This design comes from an exercise in tuning for small area on the open sky130 flow, not from production work.
Only simulation tests tie the RTL to the original design; equivalence was not proved.
The clock input has no modelled driver; a real chip could not lean on it and would need a root buffer or a full tree.
Power figures rest on the tool's default switching activity, not on a simulated workload.

==> build 42: inputs <==
// digital_clock
module digital_clock(
    output [7:0] seg_out,
    output [3:0] seg_digit,
    input clk,
    input reset
    );
==> module digital_clock, before the edit <==
module digital_clock(
    output [7:0] seg_out,
    output [3:0] seg_digit,
    input clk,
    input reset
    );
	reg  [4:0] scn_q;
	wire [4:0] scn_n;
	wire [4:0] scn = scn_q ^ 5'd0;
	reg  [10:0] tim_q;
	wire [10:0] tim_n;
	wire [10:0] tim = tim_q ^ 11'd0;
	reg  [1:0] sel_q;
	wire [1:0] sel_n;
	wire [1:0] sel = sel_q ^ 2'd0;
	reg  [3:0] min01_q;
	wire [3:0] min01_n;
	wire [3:0] min01 = min01_q ^ 4'd0;
	reg  [2:0] min10_q;
	wire [2:0] min10_n;
	wire [2:0] min10 = min10_q ^ 3'd0;
	reg  [3:0] hour01_q;
	wire [3:0] hour01_n;
	wire [3:0] hour01 = hour01_q ^ 4'd4;
	reg  [1:0] hour10_q;
	wire [1:0] hour10_n;
	wire [1:0] hour10 = hour10_q ^ 2'd0;
	wire tend = ~tim[10] & tim[9] & tim[8] & ~tim[7] & (tim[6:0] == 7'd0);
	wire p1 = (~scn[2] & ~scn[0]) | (~scn[3] & ~scn[0]) | (scn[4] & scn[2] & scn[1] & scn[0]) | (scn[4] & ~scn[3] & scn[1]);
	wire mtick = tend & p1;
	wire stick = (scn[4] & ~scn[3] & scn[2] & ~scn[1]);
	wire c1 = min01[3] & min01[1];
	wire c2 = min10[2] & min10[1];
	wire c3 = hour01[3] & hour01[1];
	assign scn_n = {scn[3:0], (~scn[3] & ~scn[1]) | (~scn[4] & scn[2]) | (scn[4] & ~scn[2])};
	assign tim_n = {tim[9:0], ~(tim[10] ^ tim[8]) | tend};    
	assign sel_n = {sel[1] ^ (sel[0] & stick), sel[0] ^ stick};
	assign min01_n[0] = min01[0] ^ mtick;
	assign min01_n[1] = (min01[1] & ~min01[3]) ^ (mtick & min01[0]);
	assign min01_n[2] = min01[2] ^ (mtick & min01[0] & min01[1]);
	assign min01_n[3] = (min01[3] & ~min01[1]) | (mtick & min01[0] & min01[1] & min01[2]);
	assign min10_n[0] = min10[0] ^ c1;
	assign min10_n[1] = (min10[1] & ~min10[2]) ^ (c1 & min10[0]);
	assign min10_n[2] = min10[2] ^ (min10[1] & (min10[2] | (c1 & min10[0])));
	assign hour01_n[0] = hour01[0] ^ c2;
	assign hour01_n[1] = (hour01[1] & ~hour01[3]) ^ (c2 & hour01[0]);
	assign hour01_n[2] = (hour01[2] & ~hour10[1]) ^ (c2 & hour01[0] & hour01[1]);
	assign hour01_n[3] = (hour01[3] & ~hour01[1]) | (c2 & hour01[0] & hour01[1] & hour01[2]);
	assign hour10_n[0] = hour10[0] ^ c3;
	assign hour10_n[1] = (hour10[1] & ~hour01[2]) | (hour10[0] & c3);
	wire [1:0] dsel = {sel[1] ^ (sel[0] & stick), sel[0] ^ stick};
	assign seg_digit = ~(4'b0001 << dsel);
	wire [3:0] x;
	assign x[3] = ~sel[0] & (sel[1] ? hour01[3] : min01[3]);
	assign x[2] = sel[1] ? (~sel[0] & hour01[2]) : (sel[0] ? min10[2] : min01[2]);
	assign x[1] = sel[1] ? (sel[0] ? hour10[1] : hour01[1]) : (sel[0] ? min10[1] : min01[1]);
	assign x[0] = sel[1] ? (sel[0] ? hour10[0] : hour01[0]) : (sel[0] ? min10[0] : min01[0]);
	assign seg_out[7] = x[3] | x[1] | ~(x[2] ^ x[0]);
	assign seg_out[6] = ~(x[2] & (x[1] ^ x[0]));
	assign seg_out[5] = x[3] | x[2] | ~x[1] | x[0];
	assign seg_out[4] = ~((~x[1] & (x[2] ^ x[0])) | (x[2] & x[1] & x[0]));
	assign seg_out[3] = ~x[0] & (~x[2] | x[1]);
	assign seg_out[2] = ~((~x[3] & ~x[2] & (x[1] | x[0])) | (x[1] & x[0]));
	assign seg_out[1] = ~((~x[3] & ~x[2] & ~x[1]) | (x[2] & x[1] & x[0]) | (x[3] & x[1]));
	assign seg_out[0] = 1'b0;
	always @(posedge clk, negedge reset) begin
		if (!reset) begin
			scn_q <= 5'd9 ^ 5'd0;
			tim_q <= 11'b01110000000 ^ 11'd0;
			sel_q <= 2'b00 ^ 2'd0;
			min01_q <= 4'd0 ^ 4'd0;
			min10_q <= 3'd0 ^ 3'd0;
			hour01_q <= 4'd0 ^ 4'd4;
			hour10_q <= 2'd0 ^ 2'd0;
		end else begin
			scn_q <= scn_n ^ 5'd0;
			tim_q <= tim_n ^ 11'd0;
			sel_q <= sel_n ^ 2'd0;
			min01_q <= min01_n ^ 4'd0;
			min10_q <= min10_n ^ 3'd0;
			hour01_q <= hour01_n ^ 4'd4;
			hour10_q <= hour10_n ^ 2'd0;
		end
	end
endmodule
clock: 5.0 ns
lec_check: 0
cap_margin: 20
core_area: 2.3 2.72 59.8 59.84
die_area: 0 0 62.1 62.1
gpl_timing_driven: 0
place_density: 0.75
slew_margin: 20
standard.sh (not shown) runs the stock make flow with config.mk's settings and CLKGATE_MAP_FILE= SYNTH_SCRIPT=/design/flow/synth_recipe.tcl, a recipe that flattens the netlist after the stock synthesis.
==> flow/flow/run.sh <==
#!/bin/bash
# Own layout flow: the standard flow, except
#  - synthesis maps the logic with an area-oriented ABC script and no adder
#    cells, tried with a few seeds; the smallest netlist whose registers match
#    the standard synthesis (names and cell types) is laid out,
#  - ports are buffered with the smallest buffer (also the one synthesis puts
#    on the constant output),
#  - the clock tree CTS builds is replaced by one buffer (post_cts.tcl).
# Each tool's output goes to a log file of its own in this folder.
set -euo pipefail
W=$(pwd)
F=$W/flow
R=$W/orfs/results/$FLOW_PLATFORM/digital_clock/base

# 1. the standard synthesis, for its register names
bash standard.sh synth > std_synth.log 2>&1
cp $R/1_2_yosys.v std_netlist.v

# 2. our synthesis, with a few seeds of ABC's deepsyn; keep the smallest netlist
#    whose registers match the standard synthesis
cands=""
for seed in 0 1 2 3 4 5 6 7; do
  sed "s/@SEED@/$seed/" $F/abc_area.script > abc_area_$seed.script
  export OWN_ABC_SCRIPT=$W/abc_area_$seed.script
  make -C $FLOW_HOME DESIGN_CONFIG=$FLOW_CONFIG WORK_HOME=$W/orfs_own_$seed CLKGATE_MAP_FILE= \
    SYNTH_SCRIPT=$F/own_synth.tcl ADDER_MAP_FILE= \
    "MIN_BUF_CELL_AND_PORTS=sky130_fd_sc_hd__buf_1 A X" synth > own_synth_$seed.log 2>&1 || true
  cp $W/orfs_own_$seed/results/$FLOW_PLATFORM/digital_clock/base/1_2_yosys.v own_netlist_$seed.v || true
  cands="$cands own_netlist_$seed.v"
done
best=$(python3 $F/pick.py std_netlist.v $cands 2> pick.log)
echo "picked: $best" >> pick.log
if [[ "$best" != "none" ]]; then
  cp $best $R/1_2_yosys.v
  touch $R/1_2_yosys.v
fi

# 3. the rest of the standard flow
export BUFFER_PORTS_ARGS="-buffer_cell sky130_fd_sc_hd__buf_1"
CTS_DEFAULT="-sink_clustering_enable -repair_clock_nets -dont_use_dummy_load -buf_list {sky130_fd_sc_hd__clkbuf_2 sky130_fd_sc_hd__clkbuf_4 sky130_fd_sc_hd__clkbuf_8}"
export CTS_ARGS="${OWN_CTS_ARGS:-$CTS_DEFAULT}"
export OWN_CLK_BUF=${OWN_CLK_BUF:-sky130_fd_sc_hd__buf_12}
export OWN_CLK_NBUF=${OWN_CLK_NBUF:-1}
export POST_CTS_TCL=$F/post_cts.tcl
bash standard.sh finish > finish.log 2>&1
Other scripts of this flow, unchanged in this note and not shown: flow/flow/abc_area.script, flow/flow/own_synth.tcl, flow/flow/pick.py, flow/flow/post_cts.tcl
==> build 8 (differences from build 42) <==
--- a/flow/design.v
+++ b/flow/design.v
@@ -25,7 +25,7 @@
 	wire [3:0] hour01 = hour01_q ^ 4'd4;
 	reg  [1:0] hour10_q;
 	wire [1:0] hour10_n;
-	wire [1:0] hour10 = hour10_q ^ 2'd0;
+	wire [1:0] hour10 = hour10_q ^ 2'd1;
 	wire tend = ~tim[10] & tim[9] & tim[8] & ~tim[7] & (tim[6:0] == 7'd0);
 	wire p1 = (~scn[2] & ~scn[0]) | (~scn[3] & ~scn[0]) | (scn[4] & scn[2] & scn[1] & scn[0]) | (scn[4] & ~scn[3] & scn[1]);
 	wire mtick = tend & p1;
@@ -72,7 +72,7 @@
 			min01_q <= 4'd0 ^ 4'd0;
 			min10_q <= 3'd0 ^ 3'd0;
 			hour01_q <= 4'd0 ^ 4'd4;
-			hour10_q <= 2'd0 ^ 2'd0;
+			hour10_q <= 2'd0 ^ 2'd1;
 		end else begin
 			scn_q <= scn_n ^ 5'd0;
 			tim_q <= tim_n ^ 11'd0;
@@ -80,7 +80,7 @@
 			min01_q <= min01_n ^ 4'd0;
 			min10_q <= min10_n ^ 3'd0;
 			hour01_q <= hour01_n ^ 4'd4;
-			hour10_q <= hour10_n ^ 2'd0;
+			hour10_q <= hour10_n ^ 2'd1;
 		end
 	end
 endmodule
--- a/flow/flow/run.sh
+++ b/flow/flow/run.sh
@@ -19,7 +19,7 @@
 # 2. our synthesis, with a few seeds of ABC's deepsyn; keep the smallest netlist
 #    whose registers match the standard synthesis
 cands=""
-for seed in 0 1 2 3 4 5 6 7; do
+for seed in 0 1 2 3; do
   sed "s/@SEED@/$seed/" $F/abc_area.script > abc_area_$seed.script
   export OWN_ABC_SCRIPT=$W/abc_area_$seed.script
   make -C $FLOW_HOME DESIGN_CONFIG=$FLOW_CONFIG WORK_HOME=$W/orfs_own_$seed CLKGATE_MAP_FILE= \
- CAP_MARGIN: 20 -> 0
- SLEW_MARGIN: 20 -> 0
==> build 36 (differences from build 42) <==
--- a/flow/design.v
+++ b/flow/design.v
@@ -5,15 +5,18 @@
     input clk,
     input reset
     );
-	reg  [4:0] scn_q;
-	wire [4:0] scn_n;
-	wire [4:0] scn = scn_q ^ 5'd0;
+	reg  [2:0] pre_q;
+	wire [2:0] pre_n;
+	wire [2:0] pre = pre_q ^ 3'd0;
+	reg  [2:0] sev_q;
+	wire [2:0] sev_n;
+	wire [2:0] sev = sev_q ^ 3'd0;
 	reg  [10:0] tim_q;
 	wire [10:0] tim_n;
-	wire [10:0] tim = tim_q ^ 11'd0;
+	wire [10:0] tim = tim_q ^ 11'd1;
 	reg  [1:0] sel_q;
 	wire [1:0] sel_n;
-	wire [1:0] sel = sel_q ^ 2'd0;
+	wire [1:0] sel = sel_q ^ 2'd2;
 	reg  [3:0] min01_q;
 	wire [3:0] min01_n;
 	wire [3:0] min01 = min01_q ^ 4'd0;
@@ -26,15 +29,15 @@
 	reg  [1:0] hour10_q;
 	wire [1:0] hour10_n;
 	wire [1:0] hour10 = hour10_q ^ 2'd0;
-	wire tend = ~tim[10] & tim[9] & tim[8] & ~tim[7] & (tim[6:0] == 7'd0);
-	wire p1 = (~scn[2] & ~scn[0]) | (~scn[3] & ~scn[0]) | (scn[4] & scn[2] & scn[1] & scn[0]) | (scn[4] & ~scn[3] & scn[1]);
-	wire mtick = tend & p1;
-	wire stick = (scn[4] & ~scn[3] & scn[2] & ~scn[1]);
+	wire tend = ~tim[10] & tim[9] & tim[8] & (tim[6:0] == 7'd0);
+	wire mtick = tend & pre[1] & pre[0];              
+	wire stick = pre[2] & pre[1] & sev[1] & sev[0];   
 	wire c1 = min01[3] & min01[1];
 	wire c2 = min10[2] & min10[1];
 	wire c3 = hour01[3] & hour01[1];
-	assign scn_n = {scn[3:0], (~scn[3] & ~scn[1]) | (~scn[4] & scn[2]) | (scn[4] & ~scn[2])};
-	assign tim_n = {tim[9:0], ~(tim[10] ^ tim[8]) | tend};    
+	assign pre_n = {pre[1:0], ~pre[0] | pre[2]};
+	assign sev_n = {sev[1:0], ~(sev[2] ^ sev[1])};
+	assign tim_n = {tim[9:0], ~(tim[10] ^ tim[8]) ^ tend};
 	assign sel_n = {sel[1] ^ (sel[0] & stick), sel[0] ^ stick};
 	assign min01_n[0] = min01[0] ^ mtick;
 	assign min01_n[1] = (min01[1] & ~min01[3]) ^ (mtick & min01[0]);
@@ -66,17 +69,19 @@
 	assign seg_out[0] = 1'b0;
 	always @(posedge clk, negedge reset) begin
 		if (!reset) begin
-			scn_q <= 5'd9 ^ 5'd0;
-			tim_q <= 11'b01110000000 ^ 11'd0;
-			sel_q <= 2'b00 ^ 2'd0;
+			pre_q <= 3'b000 ^ 3'd0;
+			sev_q <= 3'b000 ^ 3'd0;
+			tim_q <= 11'b00110000000 ^ 11'd1;
+			sel_q <= 2'b00 ^ 2'd2;
 			min01_q <= 4'd0 ^ 4'd0;
 			min10_q <= 3'd0 ^ 3'd0;
 			hour01_q <= 4'd0 ^ 4'd4;
 			hour10_q <= 2'd0 ^ 2'd0;
 		end else begin
-			scn_q <= scn_n ^ 5'd0;
-			tim_q <= tim_n ^ 11'd0;
-			sel_q <= sel_n ^ 2'd0;
+			pre_q <= pre_n ^ 3'd0;
+			sev_q <= sev_n ^ 3'd0;
+			tim_q <= tim_n ^ 11'd1;
+			sel_q <= sel_n ^ 2'd2;
 			min01_q <= min01_n ^ 4'd0;
 			min10_q <= min10_n ^ 3'd0;
 			hour01_q <= hour01_n ^ 4'd4;
--- a/flow/flow/run.sh
+++ b/flow/flow/run.sh
@@ -3,8 +3,7 @@
 #  - synthesis maps the logic with an area-oriented ABC script and no adder
 #    cells, tried with a few seeds; the smallest netlist whose registers match
 #    the standard synthesis (names and cell types) is laid out,
-#  - ports are buffered with the smallest buffer (also the one synthesis puts
-#    on the constant output),
+#  - ports are buffered with the smallest buffer,
 #  - the clock tree CTS builds is replaced by one buffer (post_cts.tcl).
 # Each tool's output goes to a log file of its own in this folder.
 set -euo pipefail
@@ -19,12 +18,11 @@
 # 2. our synthesis, with a few seeds of ABC's deepsyn; keep the smallest netlist
 #    whose registers match the standard synthesis
 cands=""
-for seed in 0 1 2 3 4 5 6 7; do
+for seed in 0 1 2 3; do
   sed "s/@SEED@/$seed/" $F/abc_area.script > abc_area_$seed.script
   export OWN_ABC_SCRIPT=$W/abc_area_$seed.script
   make -C $FLOW_HOME DESIGN_CONFIG=$FLOW_CONFIG WORK_HOME=$W/orfs_own_$seed CLKGATE_MAP_FILE= \
-    SYNTH_SCRIPT=$F/own_synth.tcl ADDER_MAP_FILE= \
-    "MIN_BUF_CELL_AND_PORTS=sky130_fd_sc_hd__buf_1 A X" synth > own_synth_$seed.log 2>&1 || true
+    SYNTH_SCRIPT=$F/own_synth.tcl ADDER_MAP_FILE= synth > own_synth_$seed.log 2>&1 || true
   cp $W/orfs_own_$seed/results/$FLOW_PLATFORM/digital_clock/base/1_2_yosys.v own_netlist_$seed.v || true
   cands="$cands own_netlist_$seed.v"
 done
- GPL_TIMING_DRIVEN: 0 -> default
==> summary.md <==
| Metric | Value |
|---|---|
| Non-filler cells, final | between 150 and 200 |
| Met3 wire length | 54 microns |
| Largest net degree at the start of global routing | 33 |
| HPWL after DPL | around 1600 microns |
| Tot GR Track Use | a little under an eighth |
| Layout cells sized above 1 | 5.69% |
| Status | no timing/DRC/antenna violations |
| Minimum clock period after layout | 3.14 ns |
| Largest regs | tim_q x11, hour01_q x4, min01_q x4 |
| Power Total | 356 uW |
| Nets@finish | 131 |
| Worst clock skew | between 0.004 and 0.005 ns |
That was build 36.
==> summary.md <==
| Metric | Value |
|---|---|
| Status | no timing/DRC/antenna violations |
| Slew @ Worst Pin | between 0.6 and 0.7 ns |
| Max-cap violations | 0 |
| Met3 wire length | 72 microns |
| Minimum clock period after layout | roughly 3.2 ns |
| Nets@finish | 131 |
| Layout cells sized above 1 | 6.50% |
| HPWL after DPL | around 1600 microns |
| Tot GR Track Use | between 10% and 20% |
That was build 42.
==> summary.md <==
| Metric | Value |
|---|---|
| Status | no timing/DRC/antenna violations |
| Met3 wire length | around 68 microns |
| Power Total | 346 uW |
| Largest regs | tim_q x11, scn_q x5 |
| Nets@finish | 134 |
| Layout cells sized above 1 | 7.14% |
| Worst clock skew | between 0.003 and 0.004 ns |
| Fin. Hold Viols | 0 |
| HPWL after DPL | approximately 1500 microns |
| Non-filler cells, final | between 150 and 200 |
| Tot GR Track Use | between 10% and 20% |
| Largest net degree at the start of global routing | 32 |
That was build 8.
No run of this note takes its clock network from TritonCTS; it comes from the design's own scripts or RTL.

-- re-timing with driven ports --
The flow's constraints put no driver on any port. The routed layouts listed below were extracted and timed again, unchanged, in two steps.
Step 1 sets driving cells, clkbuf_16 on the clock port and buf_2 on the other inputs (assumed; they add their load-dependent delay and slew).
Step 2 adds t to the input delays and takes it off the output delays; t is the mean of the earliest and latest rising clock arrival at the registers after step 1. Input paths then give back, and output paths get back, about the clock's delay inside the block.
a / b / c = no drivers / after step 1 / after step 2; a / b = the first two.
run	t (ns)	setup WS [ns]	worst setup path after step 2	worst register clock-pin slew, ns	worst slew at a driven data input, ns
build 42	0.173	1.789 / 1.754 / 1.928	register to output	0.11 / 0.11	0.03
build 8	0.167	1.917 / 1.888 / 2.055	register to output	0.11 / 0.11	0.03
build 36	0.170	1.863 / 1.834 / 2.004	register to output	0.11 / 0.11	0.03
After both steps every run listed still meets setup and hold.
